This is an optimization exercise on Yosys and OpenROAD, whose aim is small area and a short achievable clock period, not a production implementation. No activity file was given, so power comes from the tool's default toggle rates.

==> trial 45 <==
## ALU_TOP
module ALU_TOP (
  input  wire [15:0] A,
  input  wire [15:0] B,
  input  wire [3:0]  ALU_FUNC,
  input  wire        CLK,
  input  wire        RST,
  output wire [31:0] Arith_OUT,
  output wire        Arith_Flag,
  output wire [15:0] Logic_OUT,
  output wire        Logic_Flag,
  output wire [16:0] Shift_OUT,
  output wire        Shift_Flag,
  output wire [1:0]  CMP_OUT,
  output wire        CMP_Flag
);
==> module ARITHMETIC_UNIT, before the edit <==
module ARITHMETIC_UNIT (
  input  wire [15:0] A,
  input  wire [15:0] B,
  input  wire [1:0]  ALU_FUNC,
  input  wire        CLK,
  input  wire        RST,
  input  wire        Arith_enable,
  output reg  [31:0] Arith_OUT,
  output reg         Arith_Flag
);
wire        sub = ALU_FUNC[0];
wire [16:0] sum = {A[15], A} + ({B[15], B} ^ {17{sub}}) + {16'b0, sub};
wire [31:0] prod;
MUL16 u_mul (.A(A), .B(B), .P(prod));
wire        sa = A[15];
wire        sb = B[15];
wire [15:0] ua = sa ? -A : A;
wire [15:0] bx = sb ? B : ~B;
wire        ci = ~sb;
wire [15:0] uq;
wire [16*16-1:0] rem;    
genvar k;
generate
  for (k = 15; k >= 0; k = k - 1) begin : row
    localparam W = 16 - k;
    wire [W-1:0] p;
    if (k == 15) begin : first
      assign p = ua[15];
    end else begin : next
      assign p = {rem[16*(k+1) +: W-1], ua[k]};
    end
    wire [W:0] s = {1'b0, p} + {1'b0, bx[W-1:0]} + {{W{1'b0}}, ci};
    wire hi;
    if (k == 0) begin : nohi
      assign hi = 1'b1;
    end else begin : yeshi
      assign hi = &bx[15:W];
    end
    assign uq[k] = s[W] & hi;
    assign rem[16*k +: W] = uq[k] ? s[W-1:0] : p;
    if (W < 16) begin : pad
      assign rem[16*k+W +: 16-W] = {16-W{1'b0}};
    end
  end
endgenerate
wire [16:0] q  = (sa ^ sb) ? -{1'b0, uq} : {1'b0, uq};
wire        bz = (B == 16'b0);
reg  [31:0] r;
always @(*)
  case (ALU_FUNC)
    2'b00, 2'b01: r = {{15{sum[16]}}, sum};
    2'b10:        r = prod;
    2'b11:        r = bz ? 32'b0 : {{15{q[16]}}, q};
  endcase
always @(posedge CLK or negedge RST)
  if (!RST) begin
    Arith_OUT  <= 32'b0;
    Arith_Flag <= 1'b0;
  end else begin
    Arith_OUT  <= Arith_enable ? r : 32'b0;
    Arith_Flag <= Arith_enable;
  end
endmodule
export LEC_CHECK = 0
export ABC_AREA = 1
export CAP_MARGIN = 20
export CORE_MARGIN = 2
export CORE_UTILIZATION = 60
export PLACE_DENSITY = 0.7
export SLEW_MARGIN = 20
create_clock -name core_clock -period 90.0 [get_ports {CLK}]
standard.sh (not shown) runs the stock make flow with config.mk's settings and CLKGATE_MAP_FILE= SYNTH_SCRIPT=/design/flow/synth_recipe.tcl, a recipe that flattens the netlist after the stock synthesis.
==> flow/flow/run.sh <==
#!/bin/bash
# Standard layout, with the timing repair asked to leave extra setup slack.
set -euo pipefail
bash standard.sh SETUP_SLACK_MARGIN=44 finish > flow_standard.log 2>&1
==> inputs of build 75, as changes to trial 45 <==
--- a/flow/design.v
+++ b/flow/design.v
@@ -19,36 +19,6 @@
 wire [31:0] prod;
 MUL16 u_mul (.A(A), .B(B), .P(prod));
-wire        sa = A[15];
-wire        sb = B[15];
-wire [15:0] ua = sa ? -A : A;
-wire [15:0] bx = sb ? B : ~B;
-wire        ci = ~sb;
-wire [15:0] uq;
-wire [16*16-1:0] rem;    
-genvar k;
-generate
-  for (k = 15; k >= 0; k = k - 1) begin : row
-    localparam W = 16 - k;
-    wire [W-1:0] p;
-    if (k == 15) begin : first
-      assign p = ua[15];
-    end else begin : next
-      assign p = {rem[16*(k+1) +: W-1], ua[k]};
-    end
-    wire [W:0] s = {1'b0, p} + {1'b0, bx[W-1:0]} + {{W{1'b0}}, ci};
-    wire hi;
-    if (k == 0) begin : nohi
-      assign hi = 1'b1;
-    end else begin : yeshi
-      assign hi = &bx[15:W];
-    end
-    assign uq[k] = s[W] & hi;
-    assign rem[16*k +: W] = uq[k] ? s[W-1:0] : p;
-    if (W < 16) begin : pad
-      assign rem[16*k+W +: 16-W] = {16-W{1'b0}};
-    end
-  end
-endgenerate
-wire [16:0] q  = (sa ^ sb) ? -{1'b0, uq} : {1'b0, uq};
+wire [16:0] q;
+DIV16 u_div (.A(A), .B(B), .Q(q));
 wire        bz = (B == 16'b0);
 reg  [31:0] r;
@@ -467,4 +437,42 @@
 end endgenerate
 endmodule
+module DIV16 (
+  input  wire [15:0] A,
+  input  wire [15:0] B,
+  output wire [16:0] Q
+);
+wire        sa = A[15];
+wire        sb = B[15];
+wire [15:0] ua = sa ? -A : A;
+wire [15:0] bx = sb ? B : ~B;
+wire        ci = ~sb;
+wire [15:0] uq;
+wire [16*16-1:0] rem;    
+genvar k;
+generate
+  for (k = 15; k >= 0; k = k - 1) begin : row
+    localparam W = 16 - k;
+    wire [W-1:0] p;
+    if (k == 15) begin : first
+      assign p = ua[15];
+    end else begin : next
+      assign p = {rem[16*(k+1) +: W-1], ua[k]};
+    end
+    wire [W:0] s = {1'b0, p} + {1'b0, bx[W-1:0]} + {{W{1'b0}}, ci};
+    wire hi;
+    if (k == 0) begin : nohi
+      assign hi = 1'b1;
+    end else begin : yeshi
+      assign hi = &bx[15:W];
+    end
+    assign uq[k] = s[W] & hi;
+    assign rem[16*k +: W] = uq[k] ? s[W-1:0] : p;
+    if (W < 16) begin : pad
+      assign rem[16*k+W +: 16-W] = {16-W{1'b0}};
+    end
+  end
+endgenerate
+assign Q = (sa ^ sb) ? -{1'b0, uq} : {1'b0, uq};
+endmodule
 module LOGIC_UNIT (
   input  wire [15:0] A,
==> flow/flow/run.sh (replaced) <==
#!/bin/bash
# Standard layout without the full/half-adder extraction step of synthesis,
# with the timing repair asked to leave extra setup slack.
set -euo pipefail
bash standard.sh ADDER_MAP_FILE= SETUP_SLACK_MARGIN=52 finish > flow_standard.log 2>&1
==> inputs of trial 53, as changes to trial 45 <==
--- a/flow/design.v
+++ b/flow/design.v
@@ -19,36 +19,6 @@
 wire [31:0] prod;
 MUL16 u_mul (.A(A), .B(B), .P(prod));
-wire        sa = A[15];
-wire        sb = B[15];
-wire [15:0] ua = sa ? -A : A;
-wire [15:0] bx = sb ? B : ~B;
-wire        ci = ~sb;
-wire [15:0] uq;
-wire [16*16-1:0] rem;    
-genvar k;
-generate
-  for (k = 15; k >= 0; k = k - 1) begin : row
-    localparam W = 16 - k;
-    wire [W-1:0] p;
-    if (k == 15) begin : first
-      assign p = ua[15];
-    end else begin : next
-      assign p = {rem[16*(k+1) +: W-1], ua[k]};
-    end
-    wire [W:0] s = {1'b0, p} + {1'b0, bx[W-1:0]} + {{W{1'b0}}, ci};
-    wire hi;
-    if (k == 0) begin : nohi
-      assign hi = 1'b1;
-    end else begin : yeshi
-      assign hi = &bx[15:W];
-    end
-    assign uq[k] = s[W] & hi;
-    assign rem[16*k +: W] = uq[k] ? s[W-1:0] : p;
-    if (W < 16) begin : pad
-      assign rem[16*k+W +: 16-W] = {16-W{1'b0}};
-    end
-  end
-endgenerate
-wire [16:0] q  = (sa ^ sb) ? -{1'b0, uq} : {1'b0, uq};
+wire [16:0] q;
+DIV16 u_div (.A(A), .B(B), .Q(q));
 wire        bz = (B == 16'b0);
 reg  [31:0] r;
@@ -467,4 +437,42 @@
 end endgenerate
 endmodule
+module DIV16 (
+  input  wire [15:0] A,
+  input  wire [15:0] B,
+  output wire [16:0] Q
+);
+wire        sa = A[15];
+wire        sb = B[15];
+wire [15:0] ua = sa ? -A : A;
+wire [15:0] bx = sb ? B : ~B;
+wire        ci = ~sb;
+wire [15:0] uq;
+wire [16*16-1:0] rem;    
+genvar k;
+generate
+  for (k = 15; k >= 0; k = k - 1) begin : row
+    localparam W = 16 - k;
+    wire [W-1:0] p;
+    if (k == 15) begin : first
+      assign p = ua[15];
+    end else begin : next
+      assign p = {rem[16*(k+1) +: W-1], ua[k]};
+    end
+    wire [W:0] s = {1'b0, p} + {1'b0, bx[W-1:0]} + {{W{1'b0}}, ci};
+    wire hi;
+    if (k == 0) begin : nohi
+      assign hi = 1'b1;
+    end else begin : yeshi
+      assign hi = &bx[15:W];
+    end
+    assign uq[k] = s[W] & hi;
+    assign rem[16*k +: W] = uq[k] ? s[W-1:0] : p;
+    if (W < 16) begin : pad
+      assign rem[16*k+W +: 16-W] = {16-W{1'b0}};
+    end
+  end
+endgenerate
+assign Q = (sa ^ sb) ? -{1'b0, uq} : {1'b0, uq};
+endmodule
 module LOGIC_UNIT (
   input  wire [15:0] A,
==> flow/flow/run.sh (replaced) <==
#!/bin/bash
# Standard layout, with the timing repair asked to leave extra setup slack.
set -euo pipefail
bash standard.sh SETUP_SLACK_MARGIN=52 finish > flow_standard.log 2>&1
==> notes <==
- Combinational power: trial 53 is larger than trial 45 (about 30%).
- Between trial 45 and build 75, the lower cell area is in trial 45 (gap about 14%, measured against build 75).
- Die area, lowest first: trial 53, trial 45, build 75.
- In trial 53 the fmax is lower than in trial 45, by 8.7%.
- Global-route usage, lowest first: trial 45, build 75, trial 53.
- Clock power, lowest first: trial 45, build 75, trial 53.
- Trial 45 completed with no timing, DRC or antenna violations. Trial 53 completed with no timing, DRC or antenna violations. Build 75 completed without violations.
- Count of clock-buffer cells in the layout is the same in trial 45 and build 75.
- Sequential power: trial 53 is lower than trial 45 (about 1%).
- Of trial 45 and build 75, trial 45 has the higher total power (gap about 3.5%, measured against build 75).
- Via count, lowest first: trial 45, trial 53, build 75.
==> figures <==
quantity                                                  trial 53    trial 45    build 75
Run status                                timing/DRC/antenna clean  timing/DRC/antenna clean  timing/DRC/antenna clean
Switching power                                           0.340 mW    0.269 mW    0.287 mW
Die ar.                                                  30500 µm²   30800 µm²   39300 µm²
Minimum setup slack after placement                       41.12 ns    38.99 ns    51.38 ns
Non-CTS inverters                                              324         323         514
Core ar.                                                 28700 µm²   28900 µm²   37400 µm²
Yosys top cell by area                                        ha_1        ha_1     nand2_1
Clock network area share                                     1.35%       1.40%       1.29%
Switching power as a share of total power                    53.9%       54.1%       59.8%
Post-detailed-placement cell area                        19200 µm²   18900 µm²   23500 µm²
Die W                                                       175 µm      175 µm      198 µm
Count of plain and timing-repair buffers in the layout         450         233         163
Global-route met2 utilization                                74.6%       59.3%       67.6%
Worst-case vdd ir drop                                   0.0720 mV   0.0930 mV   0.0348 mV
Detailed placer's ending HPWL                              44.1 mm     43.4 mm     61.6 mm
Met1 demand-to-capacity share in global routing              49.6%       52.6%       48.3%
Cell seen most often among critical-path stages                  -     nand2_1     nand2_1
Starting density of the core                                 60.8%       61.1%       60.6%
Final-layout non-clock buffer area share                     17.0%       10.4%       6.31%
Seq. pwr                                                 0.0372 mW   0.0377 mW   0.0363 mW
Met1 wire length                                           26.0 mm     24.5 mm     31.2 mm
No run of this note included a check of the RTL's function; only the layout flow was run.

## port drivers added, routing unchanged
No port has a modelled driver above. Below, the same layouts with a new extraction and two added sets of constraints. Step 1 (the two cells are an assumption about what drives the block):
set clk [get_ports {CLK}]
set_driving_cell -lib_cell sky130_fd_sc_hd__clkbuf_16 $clk
set_driving_cell -lib_cell sky130_fd_sc_hd__buf_2 [delete_from_list [all_inputs] $clk]
Step 2 times the ports against the registers' clock, not the clock port: input delays grow and output delays shrink by t, the midpoint of the rising clock arrivals with the driver on. Three values: no drivers, after step 1, after step 2; two values: the first two.
| run | t, ns | slack for setup (ns) | slew at the worst register clock pin (ns) |
|---|---|---|---|
| trial 45 | 0.393 | 45.676 / 45.700 / 45.307 | 0.08 / 0.08 |
| build 75 | 0.408 | 53.880 / 53.905 / 53.497 | 0.07 / 0.07 |
| trial 53 | 0.407 | 41.467 / 41.497 / 41.090 | 0.06 / 0.06 |
After both steps every run listed still meets setup and hold. The setup slack of build 75, which loses most, moves by +0.025 ns with the drivers and by -0.383 ns with both steps.
